This design comes from an exercise in tuning for small area and a short achievable clock period on the open sky130 flow, not from production work. At most, simulation tests tie the RTL to the original design; equivalence was not proved. No activity file was given, so power comes from the tool's default toggle rates.

## rev 12
==> flow/design.v <==
`timescale 1ns / 1ps
module pfx_add #(parameter W = 16, parameter L = 4) (    
    input  logic [W-1:0] a,
    input  logic [W-1:0] b,
    input  logic         g0,      
    output logic [W-1:0] p,       
    output logic [W:0]   c        
);
    logic [W-1:0] g [0:L];
    logic [W-1:0] q [0:L];
    assign p = a ^ b;
    always_comb begin
        g[0] = a;
        q[0] = p;
        g[0][0] = g0;
        q[0][0] = 1'b0;
        for (int l = 0; l < L; l++) begin
            for (int k = 0; k < W; k++) begin
                if (((k >> l) & 1) == 1) begin
                    g[l+1][k] = q[l][k] ? g[l][((k >> l) << l) - 1] : g[l][k];
                    q[l+1][k] = q[l][k] & q[l][((k >> l) << l) - 1];
                end else begin
                    g[l+1][k] = g[l][k];
                    q[l+1][k] = q[l][k];
                end
            end
        end
        c[0] = 1'b0;
        for (int k = 0; k < W; k++) c[k+1] = g[L][k];
    end
endmodule
`timescale 1ns / 1ps
module alu_instrmem_top(input clk,
        input reset,
        output [7:0] imem_addr,
        input [15:0] imem_data,
        output [9:0] dmem_addr,
        output [15:0] dmem_wdata,
        output dmem_we,
        input [15:0] dmem_rdata,
        output logic ovf_ctrl,
        output logic take_branch
    );
    wire [15:0] i = imem_data;
    wire [2:0] ra = i[9:7];
    wire [2:0] rb = i[4:2];
    wire f0 = i[15:13] == 3'b000;
    wire f2 = i[15:13] == 3'b010;
    wire f4 = i[15:13] == 3'b100;
    wire f6 = i[15:13] == 3'b110;
    wire f7 = i[15:13] == 3'b111;
    wire is_lw   = f2;
    wire is_sw   = f6 & (i[1:0] == 2'b00);
    wire is_beqz = f6 & (i[1:0] == 2'b01);
    wire is_bnez = f7;
    wire is_add  = f4 & (i[11:10] == 2'b01) & (i[1:0] == 2'b10);
    wire is_srai = f4 & (i[11:10] == 2'b01) & (i[1:0] == 2'b01);
    wire is_lgc  = f4 & (i[11:10] == 2'b11) & (i[6:5] != 2'b00);
    wire is_andi = f4 & (i[11:10] == 2'b10);
    wire is_addi = f0 & (i[1:0] == 2'b01);
    wire is_slli = f0 & (i[1:0] == 2'b10);
    wire we = is_lw | is_add | is_srai | is_lgc | is_andi | is_addi | is_slli;
    wire [2:0] wa = i[14] ? rb : ra;
    logic [15:0] R [0:7];
    logic [7:0] valid;
    logic [15:0] wd;
    always_ff @(posedge clk or posedge reset)
        if (reset) valid <= 8'd0;
        else if (we) valid[wa] <= 1'b1;
    always_ff @(posedge clk)
        if (we) R[wa] <= wd;
    wire [5:0] imm6 = {i[12], i[6:2]};
    logic [15:0] A, b;
    logic g0_main, g0_addr;
    always_comb begin
        b = i[15] ? 16'd0 : {{10{i[12]}}, imm6};
        for (int k = 0; k < 8; k++)
            if (rb == k && valid[k] && i[15]) b = b | R[k];
        A = 16'd0;
        g0_main = 1'b0;
        g0_addr = 1'b0;
        for (int k = 0; k < 8; k++)
            if (ra == k && valid[k]) begin
                A = A | R[k];
                g0_main = g0_main | (R[k][0] & b[0]);
                g0_addr = g0_addr | (R[k][2] & i[6]);
            end
    end
    wire [4:0] imm5 = {i[5], i[12], i[11:10], i[6]};
    logic [4:0] ap;
    logic [5:0] ac;
    pfx_add #(5, 3) addr_add (.a(A[6:2]), .b(imm5), .g0(g0_addr), .p(ap), .c(ac));
    wire [4:0] alo = ap ^ ac[4:0];
    wire [2:0] ahi = A[9:7] + {2'b00, ac[5]};
    assign dmem_addr = {ahi, alo, A[1:0]};
    wire ovf_mem = ~A[15] & (&A[14:7]) & ac[5];
    logic [15:0] P;
    logic [16:0] C;
    pfx_add #(16, 4) main_add (.a(A), .b(b), .g0(g0_main), .p(P), .c(C));
    wire [15:0] sum = P ^ C[15:0];
    wire ovf_alu = ~P[15] & (C[15] ^ A[15]);
    assign ovf_ctrl = ((is_lw | is_sw) & ovf_mem) | ((is_add | is_addi) & ovf_alu);
    wire t_g = i[10] & i[6];             
    wire t_p = i[10] & ~(i[6] & i[5]);   
    wire [15:0] lg = (A & ({16{t_g}} & ~P)) | ({16{t_p}} & P)
                   | {10'd0, {6{~i[10]}} & A[5:0] & imm6};
    wire [5:0] sh = imm6;
    logic [15:0] Ar, x, y, yr;
    always_comb for (int k = 0; k < 16; k++) Ar[k] = A[15-k];
    assign x = i[15] ? A : Ar;                  
    wire fill = i[15] & A[15];
    wire [31:0] xs = {{16{fill}}, x} >> sh[3:0];
    assign y = (sh[5:4] != 2'b00) ? {16{fill}} : xs[15:0];
    always_comb for (int k = 0; k < 16; k++) yr[k] = y[15-k];
    wire s_rd  = i[14];                                       
    wire s_sum = ~i[14] & (i[15] ? (~i[11] & i[1]) : ~i[1]);  
    wire s_yr  = ~i[14] & ~i[15] & i[1];                      
    wire s_y   = ~i[14] & i[15] & ~i[11] & ~i[1];             
    wire s_lg  = ~i[14] & i[15] & i[11];                      
    assign wd = ({16{s_rd}} & dmem_rdata) | ({16{s_sum}} & sum) | ({16{s_yr}} & yr)
              | ({16{s_y}} & y) | ({16{s_lg}} & lg);
    assign dmem_we = is_sw;
    assign dmem_wdata = b;                      
    wire az = A == 16'd0;
    assign take_branch = (is_beqz & az) | (is_bnez & ~az);
    wire [7:0] off = {i[12], i[6:5], i[2], i[11:10], i[4:3]};
    wire [7:0] inc = take_branch ? off : 8'd1;
    logic [7:0] pc;
    always_ff @(posedge clk or posedge reset)
        if (reset) pc <= 8'd0;
        else pc <= pc + inc;
    assign imem_addr = pc;
endmodule
export LEC_CHECK = 0
export CAP_MARGIN = 20
export CORE_MARGIN = 2
export CORE_UTILIZATION = 40
export SETUP_SLACK_MARGIN = 4
export SLEW_MARGIN = 20
export TNS_END_PERCENT = 0
create_clock -name core_clock -period 10.0 [get_ports {clk}]
standard.sh (not shown) runs the stock make flow with config.mk's settings and CLKGATE_MAP_FILE= SYNTH_SCRIPT=/design/flow/synth_recipe.tcl, a recipe that flattens the netlist after the stock synthesis.
==> flow/flow/run.sh <==
#!/bin/bash
# Own layout flow: the standard synthesis, then the standard ORFS layout
# with port buffers that start at the smallest buffer (timing repair upsizes
# the ones that matter), a clock tree built from mid-size clock buffers
# without dummy loads. Each step's full output goes to a log file here.
set -euo pipefail
bash standard.sh synth > synth.log 2>&1
bash standard.sh \
  "BUFFER_PORTS_ARGS=-buffer_cell sky130_fd_sc_hd__buf_1" \
  "CTS_ARGS=-sink_clustering_enable -repair_clock_nets -dont_use_dummy_load -buf_list {sky130_fd_sc_hd__clkbuf_4 sky130_fd_sc_hd__clkbuf_8}" \
  finish > layout.log 2>&1
Per the final summary, rev 12 finished and its layout is clean on timing, DRC and antenna.
Changes in rev 13 relative to rev 12:
==> flow/design.v <==
`timescale 1ns / 1ps
module pfx_add #(parameter W = 16, parameter L = 4) (    
    input  logic [W-1:0] a,
    input  logic [W-1:0] b,
    input  logic         cin,
    output logic [W-1:0] p,       
    output logic [W:0]   c        
);
    logic [W-1:0] g [0:L];
    logic [W-1:0] q [0:L];
    assign p = a ^ b;
    always_comb begin
        g[0] = a;
        q[0] = p;
        g[0][0] = p[0] ? cin : a[0];
        q[0][0] = 1'b0;
        for (int l = 0; l < L; l++) begin
            for (int k = 0; k < W; k++) begin
                if (((k >> l) & 1) == 1) begin
                    g[l+1][k] = q[l][k] ? g[l][((k >> l) << l) - 1] : g[l][k];
                    q[l+1][k] = q[l][k] & q[l][((k >> l) << l) - 1];
                end else begin
                    g[l+1][k] = g[l][k];
                    q[l+1][k] = q[l][k];
                end
            end
        end
        c[0] = cin;
        for (int k = 0; k < W; k++) c[k+1] = g[L][k];
    end
endmodule
`timescale 1ns / 1ps
module alu_instrmem_top(input clk,
        input reset,
        output [7:0] imem_addr,
        input [15:0] imem_data,
        output [9:0] dmem_addr,
        output [15:0] dmem_wdata,
        output dmem_we,
        input [15:0] dmem_rdata,
        output logic ovf_ctrl,
        output logic take_branch
    );
    wire [15:0] i = imem_data;
    wire [2:0] ra = i[9:7];
    wire [2:0] rb = i[4:2];
    wire f0 = i[15:13] == 3'b000;
    wire f2 = i[15:13] == 3'b010;
    wire f4 = i[15:13] == 3'b100;
    wire f6 = i[15:13] == 3'b110;
    wire f7 = i[15:13] == 3'b111;
    wire is_lw   = f2;
    wire is_sw   = f6 & (i[1:0] == 2'b00);
    wire is_beqz = f6 & (i[1:0] == 2'b01);
    wire is_bnez = f7;
    wire is_add  = f4 & (i[11:10] == 2'b01) & (i[1:0] == 2'b10);
    wire is_srai = f4 & (i[11:10] == 2'b01) & (i[1:0] == 2'b01);
    wire is_lgc  = f4 & (i[11:10] == 2'b11) & (i[6:5] != 2'b00);
    wire is_andi = f4 & (i[11:10] == 2'b10);
    wire is_addi = f0 & (i[1:0] == 2'b01);
    wire is_slli = f0 & (i[1:0] == 2'b10);
    wire we = is_lw | is_add | is_srai | is_lgc | is_andi | is_addi | is_slli;
    wire [2:0] wa = i[14] ? rb : ra;
    logic [15:0] R [0:7];
    logic [7:0] valid;
    logic [15:0] wd;
    always_ff @(posedge clk or posedge reset)
        if (reset) valid <= 8'd0;
        else if (we) valid[wa] <= 1'b1;
    always_ff @(posedge clk)
        if (we) R[wa] <= wd;
    wire [5:0] imm6 = {i[12], i[6:2]};
    logic [15:0] A, b;
    always_comb begin
        A = 16'd0;
        b = i[15] ? 16'd0 : {{10{i[12]}}, imm6};
        for (int k = 0; k < 8; k++) begin
            if (ra == k && valid[k]) A = A | R[k];
            if (rb == k && valid[k] && i[15]) b = b | R[k];
        end
    end
    wire [4:0] imm5 = {i[5], i[12], i[11:10], i[6]};
    logic [4:0] ap;
    logic [5:0] ac;
    pfx_add #(5, 3) addr_add (.a(A[6:2]), .b(imm5), .cin(1'b0), .p(ap), .c(ac));
    wire [4:0] alo = ap ^ ac[4:0];
    wire [2:0] ahi = A[9:7] + {2'b00, ac[5]};
    assign dmem_addr = {ahi, alo, A[1:0]};
    wire ovf_mem = ~A[15] & (&A[14:7]) & ac[5];
    logic [15:0] P;
    logic [16:0] C;
    pfx_add #(16, 4) main_add (.a(A), .b(b), .cin(1'b0), .p(P), .c(C));
    wire [15:0] sum = P ^ C[15:0];
    wire ovf_alu = ~P[15] & (C[15] ^ A[15]);
    assign ovf_ctrl = ((is_lw | is_sw) & ovf_mem) | ((is_add | is_addi) & ovf_alu);
    logic [15:0] lg;
    always_comb
        if (!i[10]) lg = {10'd0, A[5:0] & imm6};   
        else case (i[6:5])
            2'b11: lg = A & ~P;                     
            2'b10: lg = A | P;                      
            default: lg = P;                        
        endcase
    wire [5:0] sh = imm6;
    logic [15:0] Ar, x, y, yr;
    always_comb for (int k = 0; k < 16; k++) Ar[k] = A[15-k];
    assign x = i[15] ? A : Ar;                  
    wire fill = i[15] & A[15];
    wire [31:0] xs = {{16{fill}}, x} >> sh[3:0];
    assign y = (sh[5:4] != 2'b00) ? {16{fill}} : xs[15:0];
    always_comb for (int k = 0; k < 16; k++) yr[k] = y[15-k];
    always_comb
        if (i[14]) wd = dmem_rdata;                 
        else if (!i[15]) wd = i[1] ? yr : sum;      
        else if (!i[11]) wd = i[1] ? sum : y;       
        else wd = lg;                               
    assign dmem_we = is_sw;
    assign dmem_wdata = b;                      
    wire az = A == 16'd0;
    assign take_branch = (is_beqz & az) | (is_bnez & ~az);
    wire [7:0] off = {i[12], i[6:5], i[2], i[11:10], i[4:3]};
    wire [7:0] inc = take_branch ? off : 8'd1;
    logic [7:0] pc;
    always_ff @(posedge clk or posedge reset)
        if (reset) pc <= 8'd0;
        else pc <= pc + inc;
    assign imem_addr = pc;
endmodule
[summary]
Compared with rev 12, in rev 13 complex-gate fraction of the synthesized area shows an increase of 2.3 points; critical path depth shows a reduction of 19; worst-case hold slack shows no meaningful change; combinational group share of total power shows an increase of 4.7 points; non-filler instance count after layout shows an increase of 14%. Height of the die on rev 13 is up relative to rev 12. Slowest cell on the critical path: a2111oi_4 -> rev 13, a222oi_1 -> rev 12. Comparing rev 12 and rev 13, highest clock frequency the design can meet is lower on rev 12. Rev 13 ended with more standard cell area after detailed placement than rev 12. Design area: rev 13 vs rev 12 up 1400 um^2.
The RTL of rev 12 was laid out without a check of its function.

==> separate check: timing with driven ports <==
The results above use ideal ports. As a check the final layouts listed here were re-extracted and re-timed, cells and wires unchanged. Step 1 sets driving cells, clkbuf_16 on the clock port and buf_2 on the other inputs (assumed; they add their load-dependent delay and slew). Step 2 times the ports against the registers' clock, not the clock port: input delays grow and output delays shrink by t, the midpoint of the rising clock arrivals with the driver on. Slacks: ideal ports / drivers / drivers and shift; pairs: ideal ports / drivers.
| run | t, ns | slack for setup (ns) | clock arrival spread, ns |
|---|---|---|---|
| rev 12 | 0.485 | 2.601 / 2.591 / 2.137 | 0.030 / 0.030 |
| rev 13 | 0.485 | 2.876 / 2.745 / 2.745 | 0.045 / 0.045 |
After both steps setup and hold are still met in every run listed. For rev 12, which loses most, drivers alone change the setup slack by -0.010 ns; drivers and shift together by -0.464 ns.
